This design comes from an exercise in tuning for small area on the open sky130 flow, not from production work.
The RTL was checked by simulation tests, not by an equivalence proof against the original design.
No driver is modelled on the clock port, so clocking that relies on it looks cheaper here than on a real chip.
Power is estimated from default activity; no workload was simulated.

==> flow/design.v (excerpt) <==
module lab5 (input clk, SWO, input [15:0] IR_in, output logic [3:0] OPCODE, output logic [7:0] PC, alu_out, W_REG);
Settings: LEC_CHECK=0, ABC_AREA=1, CAP_MARGIN=20, CELL_PAD_IN_SITES_DETAIL_PLACEMENT=1, CELL_PAD_IN_SITES_GLOBAL_PLACEMENT=1, CORE_MARGIN=2, CORE_UTILIZATION=50, SLEW_MARGIN=20; clock period 17.0 ns.
standard.sh (not shown) runs the stock make flow with config.mk's settings and CLKGATE_MAP_FILE= SYNTH_SCRIPT=/design/flow/synth_recipe.tcl, a recipe that flattens the netlist after the stock synthesis.
==> flow/flow/run.sh <==
#!/bin/bash
set -euo pipefail
W=$PWD
rm -rf "$W/scripts_area"
cp -r "$FLOW_HOME/scripts" "$W/scripts_area"
cp "$W/flow/abc_area.script" "$W/scripts_area/abc_area.script"
python3 - "$W/scripts_area/cts.tcl" "$W/flow/fixslew.tcl" <<'PYEOF'
import sys
path, fix = sys.argv[1], sys.argv[2]
s = open(path).read()
anchor = "log_cmd clock_tree_synthesis {*}$cts_args\n"
assert s.count(anchor) == 1
s = s.replace(anchor, anchor + "set_propagated_clock [all_clocks]\nestimate_parasitics -placement\nsource {%s}\nfix_clock_slew 0.095 sky130_fd_sc_hd__clkbuf_8\n" % fix)
open(path, "w").write(s)
PYEOF
DONT_USE=$(printf 'include %s\nprint:\n\t@echo $(DONT_USE_CELLS)\n' "$FLOW_HOME/platforms/sky130hd/config.mk" | make -s -f - print)
KNOBS=(SCRIPTS_DIR="$W/scripts_area" ABC_AREA=1
  DONT_USE_CELLS="$DONT_USE sky130_fd_sc_hd__ha_1 sky130_fd_sc_hd__ha_2 sky130_fd_sc_hd__ha_4"
  BUFFER_PORTS_ARGS="-buffer_cell sky130_fd_sc_hd__buf_1"
  CTS_ARGS="-sink_clustering_enable -repair_clock_nets -dont_use_dummy_load -buf_list sky130_fd_sc_hd__clkbuf_4")
bash standard.sh "${KNOBS[@]}" synth > "$W/log_synth.txt" 2>&1
bash standard.sh "${KNOBS[@]}" finish > "$W/log_layout.txt" 2>&1
==> flow/flow/abc_area.script <==
strash
dch -f
&get -n
&dch -f
&nf -R 1000
&put
strash
dch -f
&get -n
&dch -f
&nf -R 1000
&put
topo
==> flow/flow/fixslew.tcl <==
# Upsize clock buffers whose flip-flop sinks see a clock slew above a limit.
proc fix_clock_slew { limit bigcell } {
  set block [ord::get_db_block]
  set big [[ord::get_db] findMaster $bigcell]
  set changed 0
  foreach inst [$block getInsts] {
    set m [[$inst getMaster] getName]
    if {![string match "*clkbuf*" $m]} { continue }
    set out [$inst findITerm X]
    set net [$out getNet]
    if {$net == "NULL"} { continue }
    set worst 0
    foreach it [$net getITerms] {
      if {[$it isOutputSignal]} { continue }
      set pin [get_pins -of_objects [get_cells [[$it getInst] getName]] -filter "name == [[$it getMTerm] getName]"]
      set s [get_property $pin slew_max]
      if {$s > $worst} { set worst $s }
    }
    if {$worst > $limit} {
      $inst swapMaster $big
      incr changed
    }
  }
  puts "fix_clock_slew: upsized $changed clock buffers"
  return $changed
}
Edit:
==> flow/flow/run.sh (replaced) <==
#!/bin/bash
# Own layout flow: the standard flow (standard.sh) with three changes.
#  - Synthesis maps the logic with an area-oriented ABC script (flow/abc_area.script)
#    and extracts only full adders (half adders are left to ABC: the half-adder cells
#    are added to the don't-use list); registers are mapped exactly as in the
#    standard synthesis (same script, same dfflibmap step).
#  - Port buffers use the smallest buffer cell.
#  - Clock tree synthesis uses small clock buffers and no dummy loads.
# Each make call's full output goes to a log file in the work folder.
set -euo pipefail
W=$PWD
rm -rf "$W/scripts_area"
cp -r "$FLOW_HOME/scripts" "$W/scripts_area"
cp "$W/flow/abc_area.script" "$W/scripts_area/abc_area.script"
DONT_USE=$(printf 'include %s\nprint:\n\t@echo $(DONT_USE_CELLS)\n' "$FLOW_HOME/platforms/sky130hd/config.mk" | make -s -f - print)
KNOBS=(SCRIPTS_DIR="$W/scripts_area" ABC_AREA=1
  DONT_USE_CELLS="$DONT_USE sky130_fd_sc_hd__ha_1 sky130_fd_sc_hd__ha_2 sky130_fd_sc_hd__ha_4"
  BUFFER_PORTS_ARGS="-buffer_cell sky130_fd_sc_hd__buf_1"
  CTS_ARGS="-sink_clustering_enable -repair_clock_nets -dont_use_dummy_load -buf_list sky130_fd_sc_hd__clkbuf_8")
bash standard.sh "${KNOBS[@]}" synth > "$W/log_synth.txt" 2>&1
bash standard.sh "${KNOBS[@]}" finish > "$W/log_layout.txt" 2>&1
- CORE_UTILIZATION: 50 -> 65
removed: flow/flow/fixslew.tcl
Result: The new run failed in 3_3_place_gp; synthesized cell count is unchanged; synthesized area is unchanged.
Edit:
==> flow/flow/run.sh (replaced) <==
#!/bin/bash
set -euo pipefail
W=$PWD
rm -rf "$W/scripts_area"
cp -r "$FLOW_HOME/scripts" "$W/scripts_area"
cp "$W/flow/abc_area.script" "$W/scripts_area/abc_area.script"
python3 - "$W/scripts_area/cts.tcl" "$W/flow/fixslew.tcl" <<'PYEOF'
import sys
path, fix = sys.argv[1], sys.argv[2]
s = open(path).read()
anchor = "log_cmd clock_tree_synthesis {*}$cts_args\n"
assert s.count(anchor) == 1
s = s.replace(anchor, anchor + "set_propagated_clock [all_clocks]\nestimate_parasitics -placement\nsource {%s}\nfix_clock_slew 0.095 sky130_fd_sc_hd__clkbuf_8\n" % fix)
open(path, "w").write(s)
PYEOF
DONT_USE=$(printf 'include %s\nprint:\n\t@echo $(DONT_USE_CELLS)\n' "$FLOW_HOME/platforms/sky130hd/config.mk" | make -s -f - print)
KNOBS=(SCRIPTS_DIR="$W/scripts_area" ABC_AREA=1
  DONT_USE_CELLS="$DONT_USE sky130_fd_sc_hd__ha_1 sky130_fd_sc_hd__ha_2 sky130_fd_sc_hd__ha_4"
  BUFFER_PORTS_ARGS="-buffer_cell sky130_fd_sc_hd__buf_1"
  CTS_ARGS="-sink_clustering_enable -repair_clock_nets -dont_use_dummy_load -buf_list sky130_fd_sc_hd__clkbuf_4")
bash standard.sh "${KNOBS[@]}" synth > "$W/log_synth.txt" 2>&1
bash standard.sh "${KNOBS[@]}" finish > "$W/log_layout.txt" 2>&1
==> flow/flow/fixslew.tcl (new file) <==
# Upsize clock buffers whose flip-flop sinks see a clock slew above a limit.
proc fix_clock_slew { limit bigcell } {
  set block [ord::get_db_block]
  set big [[ord::get_db] findMaster $bigcell]
  set changed 0
  foreach inst [$block getInsts] {
    set m [[$inst getMaster] getName]
    if {![string match "*clkbuf*" $m]} { continue }
    set out [$inst findITerm X]
    set net [$out getNet]
    if {$net == "NULL"} { continue }
    set worst 0
    foreach it [$net getITerms] {
      if {[$it isOutputSignal]} { continue }
      set pin [get_pins -of_objects [get_cells [[$it getInst] getName]] -filter "name == [[$it getMTerm] getName]"]
      set s [get_property $pin slew_max]
      if {$s > $worst} { set worst $s }
    }
    if {$worst > $limit} {
      $inst swapMaster $big
      incr changed
    }
  }
  puts "fix_clock_slew: upsized $changed clock buffers"
  return $changed
}
- CELL_PAD_IN_SITES_DETAIL_PLACEMENT: 1 -> not set
- CELL_PAD_IN_SITES_GLOBAL_PLACEMENT: 1 -> not set
- CORE_UTILIZATION: 65 -> 55
Effect: The changed run went through all stages and came out clean. Synthesized area stays the same. Synthesized cell count is unchanged.
Edit:
==> flow/flow/run.sh (replaced) <==
#!/bin/bash
# Own layout flow: the standard flow (standard.sh) with three changes.
#  - Synthesis maps the logic with an area-oriented ABC script (flow/abc_area.script)
#    and extracts only full adders (half adders are left to ABC: the half-adder cells
#    are added to the don't-use list); registers are mapped exactly as in the
#    standard synthesis (same script, same dfflibmap step).
#  - Port buffers use the smallest buffer cell.
#  - Clock tree synthesis uses small clock buffers and no dummy loads.
# Each make call's full output goes to a log file in the work folder.
set -euo pipefail
W=$PWD
rm -rf "$W/scripts_area"
cp -r "$FLOW_HOME/scripts" "$W/scripts_area"
cp "$W/flow/abc_area.script" "$W/scripts_area/abc_area.script"
DONT_USE=$(printf 'include %s\nprint:\n\t@echo $(DONT_USE_CELLS)\n' "$FLOW_HOME/platforms/sky130hd/config.mk" | make -s -f - print)
KNOBS=(SCRIPTS_DIR="$W/scripts_area" ABC_AREA=1
  DONT_USE_CELLS="$DONT_USE sky130_fd_sc_hd__ha_1 sky130_fd_sc_hd__ha_2 sky130_fd_sc_hd__ha_4"
  BUFFER_PORTS_ARGS="-buffer_cell sky130_fd_sc_hd__buf_1"
  CTS_ARGS="-sink_clustering_enable -repair_clock_nets -dont_use_dummy_load -buf_list sky130_fd_sc_hd__clkbuf_4")
bash standard.sh "${KNOBS[@]}" synth > "$W/log_synth.txt" 2>&1
bash standard.sh "${KNOBS[@]}" finish > "$W/log_layout.txt" 2>&1
- CELL_PAD_IN_SITES_DETAIL_PLACEMENT: not set -> 1
- CELL_PAD_IN_SITES_GLOBAL_PLACEMENT: not set -> 1
- CORE_UTILIZATION: 55 -> 65
removed: flow/flow/fixslew.tcl
This time the run never finished: it broke off in 3_3_place_gp.
Area after synthesis stays the same.
Synthesized cell count stays the same.
Edit:
==> flow/flow/run.sh (replaced) <==
#!/bin/bash
# Own layout flow: the standard flow (standard.sh) with three changes.
#  - Synthesis maps the logic with an area-oriented ABC script (flow/abc_area.script)
#    and without Yosys's full-adder extraction; registers are mapped exactly as in the
#    standard synthesis (same script, same dfflibmap step).
#  - Port buffers use the smallest buffer cell.
#  - Clock tree synthesis uses small clock buffers and no dummy loads.
# Each make call's full output goes to a log file in the work folder.
set -euo pipefail
W=$PWD
rm -rf "$W/scripts_area"
cp -r "$FLOW_HOME/scripts" "$W/scripts_area"
cp "$W/flow/abc_area.script" "$W/scripts_area/abc_area.script"
KNOBS=(SCRIPTS_DIR="$W/scripts_area" ADDER_MAP_FILE= ABC_AREA=1
  BUFFER_PORTS_ARGS="-buffer_cell sky130_fd_sc_hd__buf_1"
  CTS_ARGS="-sink_clustering_enable -repair_clock_nets -dont_use_dummy_load -buf_list sky130_fd_sc_hd__clkbuf_8")
bash standard.sh "${KNOBS[@]}" synth > "$W/log_synth.txt" 2>&1
bash standard.sh "${KNOBS[@]}" finish > "$W/log_layout.txt" 2>&1
- CORE_UTILIZATION: 65 -> 35
The changed run produced a clean layout.
Area after synthesis stays flat.
Synthesized cell count goes up by a few percent.
Edit:
==> flow/flow/run.sh (replaced) <==
#!/bin/bash
set -euo pipefail
W=$PWD
rm -rf "$W/scripts_area"
cp -r "$FLOW_HOME/scripts" "$W/scripts_area"
cp "$W/flow/abc_area.script" "$W/scripts_area/abc_area.script"
python3 - "$W/scripts_area/cts.tcl" "$W/flow/fixslew.tcl" <<'PYEOF'
import sys
path, fix = sys.argv[1], sys.argv[2]
s = open(path).read()
anchor = "log_cmd clock_tree_synthesis {*}$cts_args\n"
assert s.count(anchor) == 1
s = s.replace(anchor, anchor + "set_propagated_clock [all_clocks]\nestimate_parasitics -placement\nsource {%s}\nfix_clock_slew 0.105 sky130_fd_sc_hd__clkbuf_8\n" % fix)
open(path, "w").write(s)
PYEOF
DONT_USE=$(printf 'include %s\nprint:\n\t@echo $(DONT_USE_CELLS)\n' "$FLOW_HOME/platforms/sky130hd/config.mk" | make -s -f - print)
KNOBS=(SCRIPTS_DIR="$W/scripts_area" ABC_AREA=1
  DONT_USE_CELLS="$DONT_USE sky130_fd_sc_hd__ha_1 sky130_fd_sc_hd__ha_2 sky130_fd_sc_hd__ha_4"
  BUFFER_PORTS_ARGS="-buffer_cell sky130_fd_sc_hd__buf_1"
  CTS_ARGS="-sink_clustering_enable -repair_clock_nets -dont_use_dummy_load -buf_list sky130_fd_sc_hd__clkbuf_4")
bash standard.sh "${KNOBS[@]}" synth > "$W/log_synth.txt" 2>&1
bash standard.sh "${KNOBS[@]}" finish > "$W/log_layout.txt" 2>&1
==> flow/flow/fixslew.tcl (new file) <==
# Upsize clock buffers whose flip-flop sinks see a clock slew above a limit.
proc fix_clock_slew { limit bigcell } {
  set block [ord::get_db_block]
  set big [[ord::get_db] findMaster $bigcell]
  set changed 0
  foreach inst [$block getInsts] {
    set m [[$inst getMaster] getName]
    if {![string match "*clkbuf*" $m]} { continue }
    set out [$inst findITerm X]
    set net [$out getNet]
    if {$net == "NULL"} { continue }
    set worst 0
    foreach it [$net getITerms] {
      if {[$it isOutputSignal]} { continue }
      set pin [get_pins -of_objects [get_cells [[$it getInst] getName]] -filter "name == [[$it getMTerm] getName]"]
      set s [get_property $pin slew_max]
      if {$s > $worst} { set worst $s }
    }
    if {$worst > $limit} {
      $inst swapMaster $big
      incr changed
    }
  }
  puts "fix_clock_slew: upsized $changed clock buffers"
  return $changed
}
- CORE_UTILIZATION: 35 -> 55
Effect:
- The new run finished clean
- power drops by about 1.8%
- design area shrinks by about 3%
- area after synthesis is about the same
- core utilization went up by 21 points
- combinational power is lower by about 1%
- global-route usage grows by 13 points
- routed wire length came out lower by 5.9%
- via count is higher by 2.6%
- setup slack loses 420 ps

[re-timing with driven ports]
How much do the figures lean on ideal ports? The routed layouts below were timed once more, with nothing changed but the port constraints. Step 1 (the two cells are an assumption about what drives the block):
set clk [get_ports {clk}]
set_driving_cell -lib_cell sky130_fd_sc_hd__clkbuf_16 $clk
set_driving_cell -lib_cell sky130_fd_sc_hd__buf_2 [delete_from_list [all_inputs] $clk]
Step 2 also shifts input and output timing later by t, the mid clock arrival at the registers, as if the neighbouring blocks saw the same clock. a / b / c = ideal / step 1 / step 2; a / b = the first two.
run | t (ns) | setup slack, ns | worst setup path at the end | slew at the worst register clock pin (ns) | worst slew at a driven data input, ns
the first run | 0.491 | 1.119 / 1.081 / 1.097 | input to output | 0.11 / 0.11 | 0.04
the third run | 0.480 | 1.251 / 1.215 / 1.215 | input to output | 0.11 / 0.11 | 0.06
the fifth run | 0.500 | 1.534 / 1.486 / 1.987 | register to output | 0.11 / 0.11 | 0.03
the sixth run | 0.490 | 1.115 / 1.078 / 1.086 | input to output | 0.11 / 0.11 | 0.04
After both steps setup and hold are still met in every run listed. The setup slack of the third run, which loses most, moves by -0.036 ns with the drivers and by -0.036 ns with both steps.
